This is an optimization exercise on Yosys and OpenROAD, whose aim is small area, a short achievable clock period and few clock cycles, not a production implementation.
Function was checked by simulation only, so behaviour that the tests miss may differ from the original.
No activity file was given, so power comes from the tool's default toggle rates.

## rdma_ip_decap_integrated
module rdma_ip_decap_integrated #(
    parameter [47:0] LOCAL_MAC  = 48'h000A35010203,
    parameter [15:0] LOCAL_PORT = 16'd5005
)(
    input  wire        iClk,
    input  wire        iRst,
    input  wire [31:0] i_eth_axis_tdata,
    input  wire [3:0]  i_eth_axis_tkeep,
    input  wire        i_eth_axis_tvalid,
    output wire        o_eth_axis_tready,
    input  wire        i_eth_axis_tlast,
    input  wire        i_eth_axis_tuser,
    output wire [31:0] o_payload_axis_tdata,
    output wire [3:0]  o_payload_axis_tkeep,
    output wire        o_payload_axis_tvalid,
    input  wire        i_payload_axis_tready,
    output wire        o_payload_axis_tlast,
    output wire        o_payload_axis_tuser,
    output wire [31:0] o_hdr_src_ip,
    output wire [31:0] o_hdr_dst_ip,
    output wire [15:0] o_hdr_src_port,
    output wire [15:0] o_hdr_dst_port,
    output wire [15:0] o_hdr_payload_len,
    output wire        o_hdr_valid,
    output wire        o_busy,
    output wire        o_error,
    output wire [3:0]  o_error_code,
    output wire        o_stat_pkt_received,
    output wire        o_stat_pkt_dropped,
    output wire [2:0]  o_debug_state
);
export LEC_CHECK = 0
export ABC_AREA = 1
export CAP_MARGIN = 20
export CORE_MARGIN = 2
export CORE_UTILIZATION = 40
export SLEW_MARGIN = 20
create_clock -name core_clock -period 9.0 [get_ports {iClk}]
standard.sh (not shown) runs the stock make flow with config.mk's settings and CLKGATE_MAP_FILE= SYNTH_SCRIPT=/design/flow/synth_recipe.tcl, a recipe that flattens the netlist after the stock synthesis.
==> flow/flow/run.sh <==
#!/bin/bash
# The standard layout (standard.sh) with these changes: the port buffers
# inserted before global placement are plain buf_1 cells instead of the
# default delay-cell choice, and timing repair aims for a setup slack of
# 6.0 ns at the 9 ns clock, i.e. a period well under the constraint.
set -euo pipefail
export BUFFER_PORTS_ARGS="-buffer_cell sky130_fd_sc_hd__buf_1"

bash standard.sh SETUP_SLACK_MARGIN=6.0 finish > standard_flow.log 2>&1
Testbench counts at the start, summed over its fixed seeds: cycles 43,647.
Change:
==> flow/flow/run.sh (replaced) <==
#!/bin/bash
# The standard layout (standard.sh) with these changes:
# - the port buffers inserted before global placement are plain buf_1 cells
#   instead of the default delay-cell choice;
# - clock tree synthesis adds no dummy balancing loads;
# - timing repair aims for a setup slack of 6.0 ns at the 9 ns clock, i.e. a
#   shorter achieved period than the constraint asks for.
# The whole make output goes to standard_flow.log; each step's own log is
# under orfs/logs.
set -euo pipefail
export BUFFER_PORTS_ARGS="-buffer_cell sky130_fd_sc_hd__buf_1"
export CTS_ARGS="-sink_clustering_enable -repair_clock_nets -dont_use_dummy_load -buf_list sky130_fd_sc_hd__clkbuf_8"
bash standard.sh SETUP_SLACK_MARGIN=6.0 finish > standard_flow.log 2>&1
ABC_AREA = not set   (was 1)
ABC_CLOCK_PERIOD_IN_PS = 2500   (was not set)
After rerunning: Clock-buffer cell count does not change. Register-to-register slack improved by 0.07 ns. Clock power shrinks by well over a third. Routed wire length goes down by roughly a tenth. Non-clock buffer count is lower by 7. Synthesized cell count shrinks by about a fifth. Total power fell by about a fifth. Cell area is lower by a little under a tenth. Core utilization went down by 3.8 points.
Change:
--- a/flow/flow/run.sh
+++ b/flow/flow/run.sh
@@ -6 +6 @@
-# - timing repair aims for a setup slack of 6.0 ns at the 9 ns clock, i.e. a
+# - timing repair aims for a setup slack of 5.8 ns at the 9 ns clock, i.e. a
@@ -13 +13 @@
-bash standard.sh SETUP_SLACK_MARGIN=6.0 finish > standard_flow.log 2>&1
+bash standard.sh SETUP_SLACK_MARGIN=5.8 finish > standard_flow.log 2>&1
After rerunning: Final area is lower by 3.6%; total power is lower by 0.99%; worst setup slack loses 0.14 ns; die area is unchanged; sequential power is about the same; critical path depth is lower by 2; core utilization is lower by 1.7 points; flip-flop and latch count does not change; area after synthesis is unchanged; sequential share of layout area is higher by 1.7 points; via count is lower by about 2%.
Change:
==> flow/flow/run.sh (replaced) <==
#!/bin/bash
# The standard layout (standard.sh), with two changes: the port buffers
# inserted before global placement are plain buf_1 cells instead of the
# default delay-cell choice, and timing repair aims for a setup slack of
# 6.0 ns at the 9 ns clock, i.e. a period well under the constraint.
set -euo pipefail
export BUFFER_PORTS_ARGS="-buffer_cell sky130_fd_sc_hd__buf_1"
bash standard.sh SETUP_SLACK_MARGIN=6.0 finish > standard_flow.log 2>&1
After rerunning: The new run ran to the end with no violations. Setup slack gains 0.13 ns. Global-route usage went up by 0.31 points. Die area stays the same. Maximum frequency went up by 4.4%. Critical path depth stays the same. Sequential share of layout area went down by 3.5 points. Final area went up by 8.2%. Sequential cell count does not change.
Change:
--- a/flow/flow/run.sh
+++ b/flow/flow/run.sh
@@ -5 +5 @@
-# 6.0 ns at the 9 ns clock, i.e. a period well under the constraint.
+# 6.5 ns at the 9 ns clock, i.e. a period well under the constraint.
@@ -8 +8 @@
-bash standard.sh SETUP_SLACK_MARGIN=6.0 finish > standard_flow.log 2>&1
+bash standard.sh SETUP_SLACK_MARGIN=6.5 finish > standard_flow.log 2>&1
Total power went up by 0.72%. Hold slack loses 0.0081 ns. Combinational power climbs by 34%. Routed wire length rises by 13%. Utilization increases by 7.3 points. Via count rose by 7.8%.
Change:
==> flow/flow/run.sh (replaced) <==
#!/bin/bash
# The standard layout (standard.sh) with these changes:
# - the port buffers inserted before global placement are plain buf_1 cells
#   instead of the default delay-cell choice;
# - clock tree synthesis adds no dummy balancing loads;
# - timing repair aims for a setup slack of 6.0 ns at the 9 ns clock, i.e. a
#   shorter achieved period than the constraint asks for.
# The whole make output goes to standard_flow.log; each step's own log is
# under orfs/logs.
set -euo pipefail
export BUFFER_PORTS_ARGS="-buffer_cell sky130_fd_sc_hd__buf_1"
export CTS_ARGS="-sink_clustering_enable -repair_clock_nets -dont_use_dummy_load -buf_list sky130_fd_sc_hd__clkbuf_8"
bash standard.sh SETUP_SLACK_MARGIN=6.0 finish > standard_flow.log 2>&1
CORE_UTILIZATION = 65   (was 40)
The changed run finished clean.
Clock skew is about the same.
Worst setup slack is worse by 0.041 ns.
Routed wire length is lower by 12%.
Final cell count is lower by 17%.
Total power is lower by 26%.
Final area is lower by 18%.
Synthesized cell count does not change.
Global-route usage is higher by 10 points.
Maximum frequency is lower by 1.3%.
Count of clock-buffer cells in the layout is unchanged.

==> re-timing with driven ports <==
Ports are ideal in the flow. The routed layouts listed here were re-timed in OpenROAD.
Step 1, drivers: a clkbuf_16 drives iClk and a buf_2 each remaining input, both assumed.
Step 2, shift: input delay + t, output delay - t, t = (earliest + latest rising clock arrival at the registers) / 2. This alone moves slack from input paths to output paths.
Three values: ideal, step 1, step 2; two values: the first two.
run | t, ns | setup slack, ns | worst register clock-pin slew, ns
the first run | 0.466 | 6.014 / 5.965 / 5.499 | 0.07 / 0.07
the second run | 0.474 | 5.991 / 5.988 / 5.514 | 0.09 / 0.09
the third run | 0.481 | 5.849 / 5.866 / 5.386 | 0.10 / 0.10
the fourth run | 0.465 | 5.981 / 5.990 / 5.525 | 0.07 / 0.07
the fifth run | 0.465 | 6.006 / 5.971 / 5.506 | 0.07 / 0.07
the sixth run | 0.472 | 5.966 / 5.972 / 5.501 | 0.08 / 0.08
After both steps setup and hold are still met in every run listed. For the first run, which loses most, drivers alone change the setup slack by -0.049 ns; drivers and shift together by -0.515 ns.
